This design comes from an exercise in tuning for small area, a short achievable clock period and few clock cycles on the open sky130 flow, not from production work.
Function was checked by simulation only, so behaviour that the tests miss may differ from the original.
No activity file was given, so power comes from the tool's default toggle rates.

Setup of the baseline:
==> flow/design.v (excerpt) <==
module queue_mac_controller #(parameter data_size= 8, out_data_size= 24, img_address_size = 14, weight_address_size = 8,out_address_size = 17,img_size = 128) (
    input clk,
    input rst,
    input start,
    input [data_size-1:0] img_data,
    input [data_size-1:0] weight_data,
    output [img_address_size -1:0] img_address,
    output [weight_address_size-1:0] weight_address,
    output img_data_ena,
    output weight_data_ena,
    output reg done,
    output reg data_validity,
    output reg [out_address_size-1:0] out_address,
    output [out_data_size-1:0] out_data
    );
Settings: LEC_CHECK=0, CAP_MARGIN=20, CORE_MARGIN=2, CORE_UTILIZATION=45, SLEW_MARGIN=20; clock period 9.0 ns.
standard.sh (not shown) runs the stock make flow with config.mk's settings and CLKGATE_MAP_FILE= SYNTH_SCRIPT=/design/flow/synth_recipe.tcl, a recipe that flattens the netlist after the stock synthesis.
==> flow/flow/run.sh <==
#!/bin/bash
set -euo pipefail
bash standard.sh "BUFFER_PORTS_ARGS=-buffer_cell sky130_fd_sc_hd__buf_4" \
    SETUP_SLACK_MARGIN=6.0 \
    "CTS_ARGS=-sink_clustering_enable -repair_clock_nets -dont_use_dummy_load -sink_clustering_size 27 -sink_clustering_max_diameter 95" \
    finish > make_finish.log 2>&1
Testbench counts of the baseline, summed over its fixed seeds: cycles 762,368.
Changes in the candidate relative to the baseline:
--- a/flow/flow/run.sh
+++ b/flow/flow/run.sh
@@ -4 +4 @@
-    SETUP_SLACK_MARGIN=6.0 \
+    SETUP_SLACK_MARGIN=5.95 \
Looking at the baseline and the candidate, the sequential share of layout area is a wash.
From the baseline to the candidate the numbers moved as follows: routed length per instance flat, mean area per synthesized cell saw little to no change, initial detailed-routing violation count went down by 56.
Number of nets in the final layout shrinks slightly when moving from the baseline to the candidate.
As far as post-route setup TNS goes, the baseline and the candidate are indistinguishable; the numbers are identical.
The candidate has completed all stages; timing, DRC and antenna checks passed.
In terms of cell-internal power, the baseline and the candidate differ only marginally.
The candidate vs the baseline — power density over the cells rose 0.35%.
Total vias in the final route in the candidate is 376 lower than in the baseline
Total overflow reported by the global router came out exactly the same in the baseline and the candidate.


== willow ==
queue_mac_controller, a different RTL version from the one above (not shown whole).
For scale: ~870 flip-flops, about 86 I/O pins, roughly 44000 um^2 of cells after synthesis.
==> flow/config.mk <==
export PLATFORM = sky130hd
export DESIGN_NAME = queue_mac_controller
export DESIGN_NICKNAME = queue_mac_controller
export VERILOG_FILES = /design/flow/design.v
export SDC_FILE = /design/flow/constraint.sdc
export NUM_CORES = 4
export LEC_CHECK = 0
export CAP_MARGIN = 20
export CORE_MARGIN = 2
export CORE_UTILIZATION = 45
export SLEW_MARGIN = 20
==> flow/constraint.sdc <==
create_clock -name core_clock -period 9.0 [get_ports {clk}]
set_input_delay 1.8000 -clock core_clock [delete_from_list [all_inputs] [get_ports {clk}]]
set_output_delay 1.8000 -clock core_clock [all_outputs]
set_load 0.01 [all_outputs]
==> flow/flow/run.sh <==
#!/bin/bash
set -euo pipefail
bash standard.sh "BUFFER_PORTS_ARGS=-buffer_cell sky130_fd_sc_hd__buf_4" \
    SETUP_SLACK_MARGIN=6.05 \
    "CTS_ARGS=-sink_clustering_enable -repair_clock_nets -dont_use_dummy_load -sink_clustering_size 24 -sink_clustering_max_diameter 90" \
    finish > make_finish.log 2>&1
Testbench counts of willow, summed over its fixed seeds: cycles 762,368.
### willow -> violet
- CORE_UTILIZATION now 55, was 45
- SETUP_SLACK_MARGIN now 5, previously not set
==> flow/run.sh (new file) <==
#!/bin/bash
# synth_recipe.tcl (not shown) runs the flow's synth.tcl, then flattens the netlist and writes it again
# the make line also repeats each setting of config.mk as NAME=value (left out here)
make -C /OpenROAD-flow-scripts/flow DESIGN_CONFIG=/design/flow/config.mk WORK_HOME=/design/flow/orfs CLKGATE_MAP_FILE= SYNTH_SCRIPT=/design/flow/synth_recipe.tcl finish
removed: flow/flow/run.sh
removed: flow/standard.sh
==> summary.txt <==
Non-clock buffer count, willow and violet: higher on willow
The wire length reported for violet is greater than that of willow by 1.5 mm.
Of willow and violet, willow shows the lower shortest clock period the worst path allows after layout, with violet above it.
violet: flow completed, timing, DRC and antenna clean
Critical path depth across willow and violet: no real change.
Total power after layout was higher in the run labelled violet.
In the reports for willow and violet, the smaller worst hold-check slack belongs to willow.


Setup of rev 12:
Another version of the RTL of queue_mac_controller (not shown whole).
Size in the first run: roughly 800 flip-flops, about 86 I/O pins, roughly 0.045 mm2 of cells after synthesis.
==> flow/config.mk <==
export PLATFORM = sky130hd
export DESIGN_NAME = queue_mac_controller
export DESIGN_NICKNAME = queue_mac_controller
export VERILOG_FILES = /design/flow/design.v
export SDC_FILE = /design/flow/constraint.sdc
export NUM_CORES = 4
export LEC_CHECK = 0
export CAP_MARGIN = 20
export CORE_MARGIN = 2
export CORE_UTILIZATION = 30
export SLEW_MARGIN = 20
==> flow/constraint.sdc <==
create_clock -name core_clock -period 9.0 [get_ports {clk}]
set_input_delay 1.8000 -clock core_clock [delete_from_list [all_inputs] [get_ports {clk}]]
set_output_delay 1.8000 -clock core_clock [all_outputs]
set_load 0.01 [all_outputs]
run.sh (not shown) runs the stock make flow with config.mk's settings and CLKGATE_MAP_FILE= SYNTH_SCRIPT=/design/flow/synth_recipe.tcl, a recipe that flattens the netlist after the stock synthesis.
Stock flow here: none of the scripts above is used.
Testbench counts of rev 12, summed over its fixed seeds: cycles 762,368.
### rev 12 -> rev 13
# rev 12
export LEC_CHECK = 0
export CAP_MARGIN = 20
export CORE_MARGIN = 2
export CORE_UTILIZATION = 30
export SLEW_MARGIN = 20
create_clock -name core_clock -period 9.0 [get_ports {clk}]
# rev 13
export LEC_CHECK = 0
export CAP_MARGIN = 20
export CORE_MARGIN = 2
export CORE_UTILIZATION = 55
export SLEW_MARGIN = 20
create_clock -name core_clock -period 9.0 [get_ports {clk}]
==> summary.txt <==
Rev 13 vs rev 12 — actual slew at the worst max-slew pin dropped 27 ps.
Rev 13 -> rev 12: number of levels the H-tree was split into flat
Peak ir drop on the vdd network in rev 13 is 20% above rev 12.
Looking at wire length across both flows, rev 13 is the weaker of the two, with rev 12 ahead.
Global-route wire length before repair for rev 13 is higher than for rev 12.


RTL: one of the versions met above, not the one the previous note started from.
Size: ~4100 cells after synthesis, about 86 I/O pins, ~44000 um2 of cells after synthesis.
Settings: LEC_CHECK=0, CAP_MARGIN=20, CORE_MARGIN=2, CORE_UTILIZATION=55, SLEW_MARGIN=20; clock period 9.0 ns.
standard.sh (not shown) runs the stock make flow with config.mk's settings and CLKGATE_MAP_FILE= SYNTH_SCRIPT=/design/flow/synth_recipe.tcl, a recipe that flattens the netlist after the stock synthesis.
==> flow/flow/run.sh <==
#!/bin/bash
set -euo pipefail
bash standard.sh "BUFFER_PORTS_ARGS=-buffer_cell sky130_fd_sc_hd__buf_4" \
    SETUP_SLACK_MARGIN=6.2 finish > make_finish.log 2>&1
Testbench counts at the start, summed over its fixed seeds: cycles 762,368.
Next try:
==> flow/run.sh (new file) <==
#!/bin/bash
# synth_recipe.tcl (not shown) runs the flow's synth.tcl, then flattens the netlist and writes it again
# the make line also repeats each setting of config.mk as NAME=value (left out here)
make -C /OpenROAD-flow-scripts/flow DESIGN_CONFIG=/design/flow/config.mk WORK_HOME=/design/flow/orfs CLKGATE_MAP_FILE= SYNTH_SCRIPT=/design/flow/synth_recipe.tcl finish
--- a/flow/config.mk
+++ b/flow/config.mk
@@ -10,0 +11,3 @@
+export CTS_CLUSTER_DIAMETER = 100
+export CTS_CLUSTER_SIZE = 30
+export SETUP_SLACK_MARGIN = 5
removed: flow/flow/run.sh
removed: flow/standard.sh
Result:
- The new run passed the timing, design-rule and antenna checks
- clock-buffer cell count shrinks by 79
- critical path depth does not change
- setup slack is worse by 0.67 ns
- routed wire length went down by roughly a tenth
- area after synthesis stays the same
- via count fell by a few percent
- power decreases by about a fifth

[port drivers added, routing unchanged]
Ports are ideal in the flow. The routed layouts listed here were re-timed in OpenROAD. Step 1: set_driving_cell puts a clkbuf_16 on clk and a buf_2 on each other input, an assumption about the parent block. Step 2 times the ports against the registers' clock, not the clock port: input delays grow and output delays shrink by t, the midpoint of the rising clock arrivals with the driver on. Three values: ideal ports, drivers, drivers and shift; two values: the first two.
| run | t, ns | setup slack, ns | worst hold slack (ns) | latest minus earliest clock arrival (ns) | worst slew at a driven data input, ns |
|---|---|---|---|---|---|
| the baseline | 0.684 | 6.035 / 5.969 / 6.011 | 0.304 / 0.304 / 0.304 | 0.070 / 0.070 | 0.04 |
| the candidate | 0.682 | 5.978 / 5.908 / 6.008 | 0.291 / 0.291 / 0.291 | 0.064 / 0.064 | 0.03 |
| willow | 0.681 | 6.057 / 5.991 / 5.718 | 0.298 / 0.298 / 0.298 | 0.065 / 0.065 | 0.04 |
| violet | 0.736 | 5.376 / 5.307 / 5.324 | 0.318 / 0.318 / 0.318 | 0.061 / 0.061 | 0.03 |
| rev 12 | 0.734 | 4.994 / 4.923 / 4.498 | 0.317 / 0.317 / 0.317 | 0.038 / 0.037 | 0.08 |
| rev 13 | 0.722 | 4.890 / 4.820 / 4.338 | 0.319 / 0.319 / 0.319 | 0.028 / 0.028 | 0.04 |
| the first run of note 4 | 0.742 | 6.042 / 5.971 / 5.791 | 0.316 / 0.316 / 0.316 | 0.070 / 0.069 | 0.03 |
| the second run of note 4 | 0.707 | 5.373 / 5.301 / 5.326 | 0.325 / 0.325 / 0.325 | 0.037 / 0.036 | 0.03 |
After both steps every run listed still meets setup and hold. For rev 13, which loses most, drivers alone change the setup slack by -0.070 ns; drivers and shift together by -0.552 ns.
